Background: an optimization exercise with open tools, aiming at small area. Do not read the settings as production practice.
In this exercise RTL edits were held to simulation tests only and were not proved equivalent to the original.
The clock port is modelled as an ideal driver, which makes a skipped or thinned clock tree look cheaper than it is; a real chip needs a root buffer or a tree.
Power and IR drop assume default switching activity.

==> flow/design.v <==
module signalProcess(clk, rst, SCK, MOSI, MISO, SSEL);
input clk;
input rst;
input SCK, SSEL, MOSI;
output MISO;
reg [2:0] sck_r;
reg [1:0] ssel_r;
reg [1:0] mosi_r;
always @(posedge clk) begin
  sck_r  <= {sck_r[1:0], SCK};
  ssel_r <= {ssel_r[0], SSEL};
  mosi_r <= {mosi_r[0], MOSI};
end
wire act  = ~ssel_r[1];
wire mosi = mosi_r[1];
wire rise = act & sck_r[1] & ~sck_r[2];
reg rd;           
reg z;            
reg wpend;        
reg [5:0] ptr;    
reg [5:0] d;      
reg [7:0] sr;     
reg [7:0] bf;
reg [495:0] ring;   
reg [2:0] bitcnt;
always @(posedge clk)
  if (rst | (~act & ~rd))
    bitcnt <= 3'd1;
  else if (rise)
    bitcnt <= {bitcnt[1:0], bitcnt[2] ^ bitcnt[1] ^ (bitcnt[1:0] == 2'd0)};
wire last = rise & (bitcnt == 3'd0);    
wire [7:0] sr_sh = {sr[6:0], rd ? sr[7] : mosi};
wire hit   = (d == 6'd0);
wire rswap = hit & wpend;                
wire sswap = last & ~z;                  
wire start = last & ~rd & (ptr == 6'd0);   
always @(posedge clk) begin
  ring <= {ring[487:0], rswap ? bf : ring[495:488]};
  if (sswap)
    bf <= sr_sh;
  else if (rswap)
    bf <= ring[495:488];
  if (sswap)
    sr <= bf;
  else if (rise)
    sr <= sr_sh;
end
always @(posedge clk)
  if (rst) begin
    rd    <= 1'b0;
    z     <= 1'b0;
    wpend <= 1'b0;
    ptr   <= 6'd1;
    d     <= 6'd0;
  end else begin
    if (last & ~rd)
      ptr <= {ptr[4:0], ptr[5] ^ ptr[4] ^ (ptr[4:0] == 5'd0)};
    if (start)
      rd <= 1'b1;
    z     <= start | (z & ~last);
    wpend <= sswap | (wpend & ~hit);
    if (!rswap)
      d <= {d[4:0], ~(d[5] ^ d[1] ^ d[0])};    
  end
assign MISO = sr[7] & ~z;   
endmodule
==> flow/config.mk <==
export PLATFORM = sky130hd
export DESIGN_NAME = signalProcess
export DESIGN_NICKNAME = signalProcess
export VERILOG_FILES = /design/flow/design.v
export SDC_FILE = /design/flow/constraint.sdc
export NUM_CORES = 4
export LEC_CHECK = 0
export CAP_MARGIN = 20
export CORE_MARGIN = 2
export CORE_UTILIZATION = 70
export SLEW_MARGIN = 20
==> flow/constraint.sdc <==
create_clock -name core_clock -period 10.0 [get_ports {clk}]
set_input_delay 2.0000 -clock core_clock [delete_from_list [all_inputs] [get_ports {clk}]]
set_output_delay 2.0000 -clock core_clock [all_outputs]
set_load 0.01 [all_outputs]
standard.sh (not shown) runs the stock make flow with config.mk's settings and CLKGATE_MAP_FILE= SYNTH_SCRIPT=/design/flow/synth_recipe.tcl, a recipe that flattens the netlist after the stock synthesis.
==> flow/flow/run.sh <==
#!/bin/bash
# The standard layout with two changes:
#  - synthesis maps the logic with an area-oriented ABC script (flow/my_synth.tcl,
#    flow/area.abc: AIG resynthesis, then area mapping); the flip-flops are mapped as
#    in the standard synthesis;
#  - after placement, flow/tree.tcl builds a two-level inverter clock tree over
#    clusters of flip-flops (flow/cluster.py) in place of ORFS's CTS. Several cluster
#    counts are tried on the placed design; the smallest tree whose worst clock-pin
#    slew (placement estimate) is at most SLEW_PS is built.
# Each tool's output goes to its own log file here; ORFS's per-step logs stay in orfs/logs.
set -euo pipefail
export FLOW_WORK=$PWD
export FLOW_ABC_SCRIPT=$PWD/flow/area.abc
export BUFFER_PORTS_ARGS="-buffer_cell sky130_fd_sc_hd__buf_1"
SYN="SYNTH_SCRIPT=$PWD/flow/my_synth.tcl"
SLEW_PS=119
R=orfs/results/sky130hd/signalProcess/base
bash standard.sh "$SYN" place > flow_place.log 2>&1
ODB=$R/3_place.odb OUT=flops.txt openroad -no_init -exit flow/dump.tcl > dump.log 2>&1
mkdir -p trees
cands=()
for p in med box; do
  for k in 20 21 22 23 24 26; do
    cands+=("bisect $k sky130_fd_sc_hd__inv_8 sky130_fd_sc_hd__inv_12 2 $p")
  done
done
i=0
for c in "${cands[@]}"; do
  (
    python3 flow/cluster.py flops.txt $c > trees/plan$i.txt 2> trees/cluster$i.log
    ODB=$R/3_place.odb SDC=$R/3_place.sdc PLAN=trees/plan$i.txt \
      openroad -no_init -exit flow/tree.tcl > trees/tree$i.log 2>&1
  ) &
  i=$((i + 1))
  if (( i % 4 == 0 )); then wait; fi
done
wait
best=$(for j in $(seq 0 $((i - 1))); do
  awk -v j=$j -v lim=$SLEW_PS '/^TREE area/ { if ($5 <= lim) print $3, j }' trees/tree$j.log
done | sort -n | head -1 | cut -d' ' -f2)
best=${best:-5}   # none within SLEW_PS: the most leaves
echo "chosen plan $best: $(cat trees/cluster$best.log) $(grep '^TREE' trees/tree$best.log)" > tree_choice.log
ODB=$R/3_place.odb SDC=$R/3_place.sdc PLAN=trees/plan$best.txt OUTODB=$R/4_1_cts.odb OUTSDC=$R/4_cts.sdc \
  openroad -no_init -exit flow/tree.tcl > tree.log 2>&1
bash standard.sh "$SYN" finish > flow_finish.log 2>&1
==> flow/flow/area.abc <==
strash
&get -n
&deepsyn -T 20 -S 2
&put
dch -f
amap
Other scripts of this flow, unchanged in this note and not shown: flow/flow/cluster.py, flow/flow/dump.tcl, flow/flow/my_synth.tcl, flow/flow/tree.tcl
Next try:
--- a/flow/flow/run.sh
+++ b/flow/flow/run.sh
@@ -14,5 +14,5 @@
 export BUFFER_PORTS_ARGS="-buffer_cell sky130_fd_sc_hd__buf_1"
 SYN="SYNTH_SCRIPT=$PWD/flow/my_synth.tcl"
-SLEW_PS=119
+SLEW_PS=122
 R=orfs/results/sky130hd/signalProcess/base
 bash standard.sh "$SYN" place > flow_place.log 2>&1
What happened: Die area does not change; via count hardly moves; fmax rises by 0.79%; final area stays flat; sequential share of layout area stays flat; synthesized area is unchanged; global-route usage rises by 0.14 points; worst hold slack loses 0.0032 ns; utilization barely changes; cell count is about the same.
Next try:
--- a/flow/flow/run.sh
+++ b/flow/flow/run.sh
@@ -2,6 +2,5 @@
 # The standard layout with two changes:
 #  - synthesis maps the logic with an area-oriented ABC script (flow/my_synth.tcl,
-#    flow/area.abc: AIG resynthesis, then area mapping); the flip-flops are mapped as
-#    in the standard synthesis;
+#    flow/area.abc); the flip-flops are mapped as in the standard synthesis;
 #  - after placement, flow/tree.tcl builds a two-level inverter clock tree over
 #    clusters of flip-flops (flow/cluster.py) in place of ORFS's CTS. Several cluster
@@ -14,5 +13,5 @@
 export BUFFER_PORTS_ARGS="-buffer_cell sky130_fd_sc_hd__buf_1"
 SYN="SYNTH_SCRIPT=$PWD/flow/my_synth.tcl"
-SLEW_PS=122
+SLEW_PS=118
 R=orfs/results/sky130hd/signalProcess/base
 bash standard.sh "$SYN" place > flow_place.log 2>&1
==> flow/flow/area.abc (replaced) <==
strash
dch -f
amap
What happened: Die area is about the same; clock skew fell by 0.0040 ns; synthesized area stays flat; routed wire length drops by 2.9%; sequential power is about the same; flip-flop and latch count does not change; global-route usage went down by 0.16 points; maximum frequency rose by 0.73%; sequential share of layout area drops by 0.26 points; via count goes up by 0.55%; cell area stays flat.
No run of this note takes its clock network from TritonCTS; it comes from the design's own scripts or RTL.


Another version of the RTL of signalProcess (not shown whole).
Size: about 0.012 mm2 of cells after synthesis.
## signalProcess
module signalProcess(clk, rst, SCK, MOSI, MISO, SSEL);
input clk;
input rst;
input SCK, SSEL, MOSI;
output MISO;
reg [2:0] sck_r;
reg [1:0] ssel_r;
reg [1:0] mosi_r;
always @(posedge clk) begin
  sck_r  <= {sck_r[1:0], SCK};
  ssel_r <= {ssel_r[0], SSEL};
  mosi_r <= {mosi_r[0], MOSI};
end
wire act  = ~ssel_r[1];
wire mosi = mosi_r[1];
wire rise = act & sck_r[1] & ~sck_r[2];
reg [2:0] bitcnt;
always @(posedge clk)
  if (rst | ~act)
    bitcnt <= 3'd1;
  else if (rise)
    bitcnt <= {bitcnt[1:0], bitcnt[2] ^ bitcnt[1] ^ (bitcnt[1:0] == 2'd0)};
wire last = rise & (bitcnt == 3'd0);    
reg rd;           
reg wpend;        
reg ld;           
reg [5:0] ptr;    
reg [5:0] d;      
reg [7:0] sr;     
reg [7:0] bf;
reg [511:0] ring;   
wire d_low = (d[4:0] == 5'd0);
wire hit  = d_low & ~d[5];         
wire ins  = hit & wpend;
wire step = rd ? last : ins;     
wire p_low = (ptr[4:0] == 5'd0);
wire [5:0] ptr_n = step ? {ptr[4:0], ptr[5] ^ ptr[4] ^ p_low} : ptr;   
wire recv = last & ~rd;
wire recv_last = recv & (ptr_n == 6'd0);    
always @(posedge clk) begin
  ring <= {ring[503:0], ins ? bf : ring[511:504]};
  if (!step)
    d <= {d[4:0], d[5] ^ d[4] ^ d_low};    
  if (recv)
    bf <= {sr[6:0], mosi};
  else if (hit)
    bf <= ring[503:496];
  if (ld)
    sr <= bf;
  else if (recv_last)
    sr <= 8'h00;                        
  else if (rise)
    sr <= {sr[6:0], mosi & ~rd};
end
  ...
export LEC_CHECK = 0
export CAP_MARGIN = 20
export CORE_MARGIN = 2
export CORE_UTILIZATION = 70
export SLEW_MARGIN = 20
create_clock -name core_clock -period 10.0 [get_ports {clk}]
==> flow/flow/run.sh <==
#!/bin/bash
# The standard layout with two changes:
#  - synthesis maps the logic with an area-oriented ABC script (flow/my_synth.tcl,
#    flow/area.abc); the flip-flops are mapped as in the standard synthesis;
#  - after placement, flow/tree.tcl builds a two-level inverter clock tree over
#    clusters of flip-flops (flow/cluster.py) in place of ORFS's CTS. Several cluster
#    counts are tried on the placed design; the smallest tree whose worst clock-pin
#    slew (placement estimate) is at most SLEW_PS is built.
# Each tool's output goes to its own log file here; ORFS's per-step logs stay in orfs/logs.
set -euo pipefail
export FLOW_WORK=$PWD
export FLOW_ABC_SCRIPT=$PWD/flow/area.abc
export BUFFER_PORTS_ARGS="-buffer_cell sky130_fd_sc_hd__buf_1"
SYN="SYNTH_SCRIPT=$PWD/flow/my_synth.tcl"
SLEW_PS=123.5
R=orfs/results/sky130hd/signalProcess/base
bash standard.sh "$SYN" place > flow_place.log 2>&1
ODB=$R/3_place.odb OUT=flops.txt openroad -no_init -exit flow/dump.tcl > dump.log 2>&1
mkdir -p trees
cands=()
for p in med box; do
  for k in 20 21 22 23 24 26; do
    cands+=("bisect $k sky130_fd_sc_hd__inv_8 sky130_fd_sc_hd__inv_12 2 $p")
  done
done
i=0
for c in "${cands[@]}"; do
  (
    python3 flow/cluster.py flops.txt $c > trees/plan$i.txt 2> trees/cluster$i.log
    ODB=$R/3_place.odb SDC=$R/3_place.sdc PLAN=trees/plan$i.txt \
      openroad -no_init -exit flow/tree.tcl > trees/tree$i.log 2>&1
  ) &
  i=$((i + 1))
  if (( i % 4 == 0 )); then wait; fi
done
wait
best=$(for j in $(seq 0 $((i - 1))); do
  awk -v j=$j -v lim=$SLEW_PS '/^TREE area/ { if ($5 <= lim) print $3, j }' trees/tree$j.log
done | sort -n | head -1 | cut -d' ' -f2)
best=${best:-5}   # none within SLEW_PS: the most leaves
echo "chosen plan $best: $(cat trees/cluster$best.log) $(grep '^TREE' trees/tree$best.log)" > tree_choice.log
ODB=$R/3_place.odb SDC=$R/3_place.sdc PLAN=trees/plan$best.txt OUTODB=$R/4_1_cts.odb OUTSDC=$R/4_cts.sdc \
  openroad -no_init -exit flow/tree.tcl > tree.log 2>&1
bash standard.sh "$SYN" finish > flow_finish.log 2>&1
==> flow/flow/area.abc <==
strash
dch -f
amap
==> flow/flow/cluster.py <==
"""Clock tree plan: flip-flops split into K clusters, a leaf inverter at each
cluster's median point, the leaves split into nroot groups each driven by a root
inverter on clk.

usage: cluster.py flops.txt METHOD K LEAF_MASTER ROOT_MASTER NROOT [PLACE] > plan.txt
METHOD is bisect (recursive bisection into near-equal clusters) or kmeans
(k-means with clusters capped at ceil(N/K) flip-flops). PLACE puts each leaf at
its cluster's median point (med, the default) or bounding-box centre (box).
"""
import math
import random
import sys

lines = [l.split() for l in open(sys.argv[1])]
method, K = sys.argv[2], int(sys.argv[3])
leafm, rootm, nroot = sys.argv[4], sys.argv[5], int(sys.argv[6])
place = sys.argv[7] if len(sys.argv) > 7 else "med"
pts = [(int(f[2]), int(f[3]), f[0]) for f in lines if f[0] != "DIE"]
N = len(pts)


def med(p):
    return (sorted(q[0] for q in p)[len(p) // 2], sorted(q[1] for q in p)[len(p) // 2])


def bisect(p, k):
    if k == 1:
        return [p]
    xs = [q[0] for q in p]
    ys = [q[1] for q in p]
    ax = 0 if max(xs) - min(xs) >= max(ys) - min(ys) else 1
    p = sorted(p, key=lambda q: (q[ax], q[1 - ax]))
    k1 = k // 2
    n1 = round(len(p) * k1 / k)
    return bisect(p[:n1], k1) + bisect(p[n1:], k - k1)


def kmeans(p, k):
    cap = math.ceil(len(p) / k)
    random.seed(1)
    cent = [p[random.randrange(len(p))][:2]]
    while len(cent) < k:
        d = [min((q[0] - c[0]) ** 2 + (q[1] - c[1]) ** 2 for c in cent) for q in p]
        r = random.random() * sum(d)
        a = 0
        for i, x in enumerate(d):
            a += x
            if a >= r:
                cent.append(p[i][:2])
                break
    for _ in range(60):
        pairs = sorted((abs(q[0] - c[0]) + abs(q[1] - c[1]), i, j)
                       for i, q in enumerate(p) for j, c in enumerate(cent))
        asg = [-1] * len(p)
        cnt = [0] * k
        for _, i, j in pairs:
            if asg[i] < 0 and cnt[j] < cap:
                asg[i] = j
                cnt[j] += 1
        cl = [[p[i] for i in range(len(p)) if asg[i] == j] for j in range(k)]
        new = [med(c) if c else cent[j] for j, c in enumerate(cl)]
        if new == cent:
            break
        cent = new
    return [c for c in cl if c]


cl = bisect(pts, K) if method == "bisect" else kmeans(pts, K)


def box(p):
    return ((min(q[0] for q in p) + max(q[0] for q in p)) // 2,
            (min(q[1] for q in p) + max(q[1] for q in p)) // 2)


cent = [box(c) if place == "box" else med(c) for c in cl]
groups = bisect([(c[0], c[1], j) for j, c in enumerate(cent)], nroot)
parent = {}
for r, g in enumerate(groups):
    x, y = med(g)
    print(f"ROOT root{r} {x} {y} {rootm}")
    for q in g:
        parent[q[2]] = r
for j, c in enumerate(cent):
    print(f"LEAF leaf{j} {c[0]} {c[1]} {leafm} root{parent[j]}")
for j, c in enumerate(cl):
    for q in c:
        print(f"SINK leaf{j} {q[2]}")
rad = max(max(abs(q[0] - cent[j][0]) + abs(q[1] - cent[j][1]) for q in c) for j, c in enumerate(cl))
print(f"# {method} {place} K={len(cl)} sizes {min(map(len, cl))}-{max(map(len, cl))} max radius {rad / 1000} um",
      file=sys.stderr)
Other scripts of this flow, unchanged in this note and not shown: flow/flow/dump.tcl, flow/flow/my_synth.tcl, flow/flow/tree.tcl
The baseline completed without violations.
Edit:
--- a/flow/flow/run.sh
+++ b/flow/flow/run.sh
@@ -14,3 +14,3 @@
 SYN="SYNTH_SCRIPT=$PWD/flow/my_synth.tcl"
-SLEW_PS=123.5
+SLEW_PS=120
 R=orfs/results/sky130hd/signalProcess/base
@@ -20,5 +20,5 @@
 cands=()
-for p in med box; do
+for m in bisect kmeans; do
   for k in 20 21 22 23 24 26; do
-    cands+=("bisect $k sky130_fd_sc_hd__inv_8 sky130_fd_sc_hd__inv_12 2 $p")
+    cands+=("$m $k sky130_fd_sc_hd__inv_8 sky130_fd_sc_hd__inv_12 2")
   done
@@ -39,3 +39,2 @@
 done | sort -n | head -1 | cut -d' ' -f2)
-best=${best:-5}   # none within SLEW_PS: the most leaves
 echo "chosen plan $best: $(cat trees/cluster$best.log) $(grep '^TREE' trees/tree$best.log)" > tree_choice.log
--- a/flow/flow/cluster.py
+++ b/flow/flow/cluster.py
@@ -4,6 +4,5 @@
 
-usage: cluster.py flops.txt METHOD K LEAF_MASTER ROOT_MASTER NROOT [PLACE] > plan.txt
+usage: cluster.py flops.txt METHOD K LEAF_MASTER ROOT_MASTER NROOT > plan.txt
 METHOD is bisect (recursive bisection into near-equal clusters) or kmeans
-(k-means with clusters capped at ceil(N/K) flip-flops). PLACE puts each leaf at
-its cluster's median point (med, the default) or bounding-box centre (box).
+(k-means with clusters capped at ceil(N/K) flip-flops).
 """
@@ -16,3 +15,2 @@
 leafm, rootm, nroot = sys.argv[4], sys.argv[5], int(sys.argv[6])
-place = sys.argv[7] if len(sys.argv) > 7 else "med"
 pts = [(int(f[2]), int(f[3]), f[0]) for f in lines if f[0] != "DIE"]
@@ -68,10 +66,3 @@
 cl = bisect(pts, K) if method == "bisect" else kmeans(pts, K)
-
-
-def box(p):
-    return ((min(q[0] for q in p) + max(q[0] for q in p)) // 2,
-            (min(q[1] for q in p) + max(q[1] for q in p)) // 2)
-
-
-cent = [box(c) if place == "box" else med(c) for c in cl]
+cent = [med(c) for c in cl]
 groups = bisect([(c[0], c[1], j) for j, c in enumerate(cent)], nroot)
@@ -89,3 +80,3 @@
 rad = max(max(abs(q[0] - cent[j][0]) + abs(q[1] - cent[j][1]) for q in c) for j, c in enumerate(cl))
-print(f"# {method} {place} K={len(cl)} sizes {min(map(len, cl))}-{max(map(len, cl))} max radius {rad / 1000} um",
+print(f"# {method} K={len(cl)} sizes {min(map(len, cl))}-{max(map(len, cl))} max radius {rad / 1000} um",
       file=sys.stderr)
Settings changed: CORE_UTILIZATION 70 to 60.
The changed run ran to the end with no violations.
Sequential power hardly moves.
Via count stays flat.
Utilization goes down by 10 points.
Total power hardly moves.
First-iteration DRC count goes down by 28%.
Design area goes up by 0.64%.
Edit:
--- a/flow/flow/run.sh
+++ b/flow/flow/run.sh
@@ -3,3 +3,4 @@
 #  - synthesis maps the logic with an area-oriented ABC script (flow/my_synth.tcl,
-#    flow/area.abc); the flip-flops are mapped as in the standard synthesis;
+#    flow/area.abc: AIG resynthesis, then area mapping); the flip-flops are mapped as
+#    in the standard synthesis;
 #  - after placement, flow/tree.tcl builds a two-level inverter clock tree over
@@ -14,3 +15,3 @@
 SYN="SYNTH_SCRIPT=$PWD/flow/my_synth.tcl"
-SLEW_PS=120
+SLEW_PS=122
 R=orfs/results/sky130hd/signalProcess/base
@@ -20,5 +21,5 @@
 cands=()
-for m in bisect kmeans; do
+for p in med box; do
   for k in 20 21 22 23 24 26; do
-    cands+=("$m $k sky130_fd_sc_hd__inv_8 sky130_fd_sc_hd__inv_12 2")
+    cands+=("bisect $k sky130_fd_sc_hd__inv_8 sky130_fd_sc_hd__inv_12 2 $p")
   done
@@ -39,2 +40,3 @@
 done | sort -n | head -1 | cut -d' ' -f2)
+best=${best:-5}   # none within SLEW_PS: the most leaves
 echo "chosen plan $best: $(cat trees/cluster$best.log) $(grep '^TREE' trees/tree$best.log)" > tree_choice.log
==> flow/flow/area.abc (replaced) <==
strash
&get -n
&deepsyn -T 20 -S 2
&put
dch -f
amap
--- a/flow/flow/cluster.py
+++ b/flow/flow/cluster.py
@@ -4,5 +4,6 @@
 
-usage: cluster.py flops.txt METHOD K LEAF_MASTER ROOT_MASTER NROOT > plan.txt
+usage: cluster.py flops.txt METHOD K LEAF_MASTER ROOT_MASTER NROOT [PLACE] > plan.txt
 METHOD is bisect (recursive bisection into near-equal clusters) or kmeans
-(k-means with clusters capped at ceil(N/K) flip-flops).
+(k-means with clusters capped at ceil(N/K) flip-flops). PLACE puts each leaf at
+its cluster's median point (med, the default) or bounding-box centre (box).
 """
@@ -15,2 +16,3 @@
 leafm, rootm, nroot = sys.argv[4], sys.argv[5], int(sys.argv[6])
+place = sys.argv[7] if len(sys.argv) > 7 else "med"
 pts = [(int(f[2]), int(f[3]), f[0]) for f in lines if f[0] != "DIE"]
@@ -66,3 +68,10 @@
 cl = bisect(pts, K) if method == "bisect" else kmeans(pts, K)
-cent = [med(c) for c in cl]
+
+
+def box(p):
+    return ((min(q[0] for q in p) + max(q[0] for q in p)) // 2,
+            (min(q[1] for q in p) + max(q[1] for q in p)) // 2)
+
+
+cent = [box(c) if place == "box" else med(c) for c in cl]
 groups = bisect([(c[0], c[1], j) for j, c in enumerate(cent)], nroot)
@@ -80,3 +89,3 @@
 rad = max(max(abs(q[0] - cent[j][0]) + abs(q[1] - cent[j][1]) for q in c) for j, c in enumerate(cl))
-print(f"# {method} K={len(cl)} sizes {min(map(len, cl))}-{max(map(len, cl))} max radius {rad / 1000} um",
+print(f"# {method} {place} K={len(cl)} sizes {min(map(len, cl))}-{max(map(len, cl))} max radius {rad / 1000} um",
       file=sys.stderr)
Settings changed: CORE_UTILIZATION 60 to 70.
=> The changed run completed with no timing, DRC or antenna violations; clock skew went down by 0.0050 ns; final cell count drops by about 5%; die area shrinks by about 14%; area after synthesis barely changes; sequential power hardly moves; fmax is higher by about 33%; cell area is lower by 0.53%; routed wire length climbs by about 4.3%; sequential share of layout area grows by 0.49 points; utilization goes up by 11 points.
No run of this note takes its clock network from TritonCTS; it comes from the design's own scripts or RTL.

-- re-timing with driven ports --
No port has a modelled driver above. Below, the same layouts with a new extraction and two added sets of constraints.
Step 1: set_driving_cell puts a clkbuf_16 on clk and a buf_2 on each other input, an assumption about the parent block.
Step 2, shift: input delay + t, output delay - t, t = (earliest + latest rising clock arrival at the registers) / 2. This alone moves slack from input paths to output paths.
Three values: ideal ports, drivers, drivers and shift; two values: the first two.
run	shift t [ns]	setup slack, ns	worst setup path after step 2	worst slew at a driven data input, ns
the first run of note 1	0.317	6.086 / 6.086 / 6.086	register to register	0.03
the second run of note 1	0.312	6.117 / 6.117 / 6.117	register to register	0.03
the third run of note 1	0.312	6.145 / 6.145 / 6.145	register to register	0.03
the first run of note 2	0.312	5.419 / 5.419 / 5.419	register to register	0.03
the second run of note 2	0.316	5.565 / 5.565 / 5.565	register to register	0.03
the third run of note 2	0.323	6.667 / 6.667 / 6.667	register to register	0.03
After both steps setup and hold are still met in every run listed.
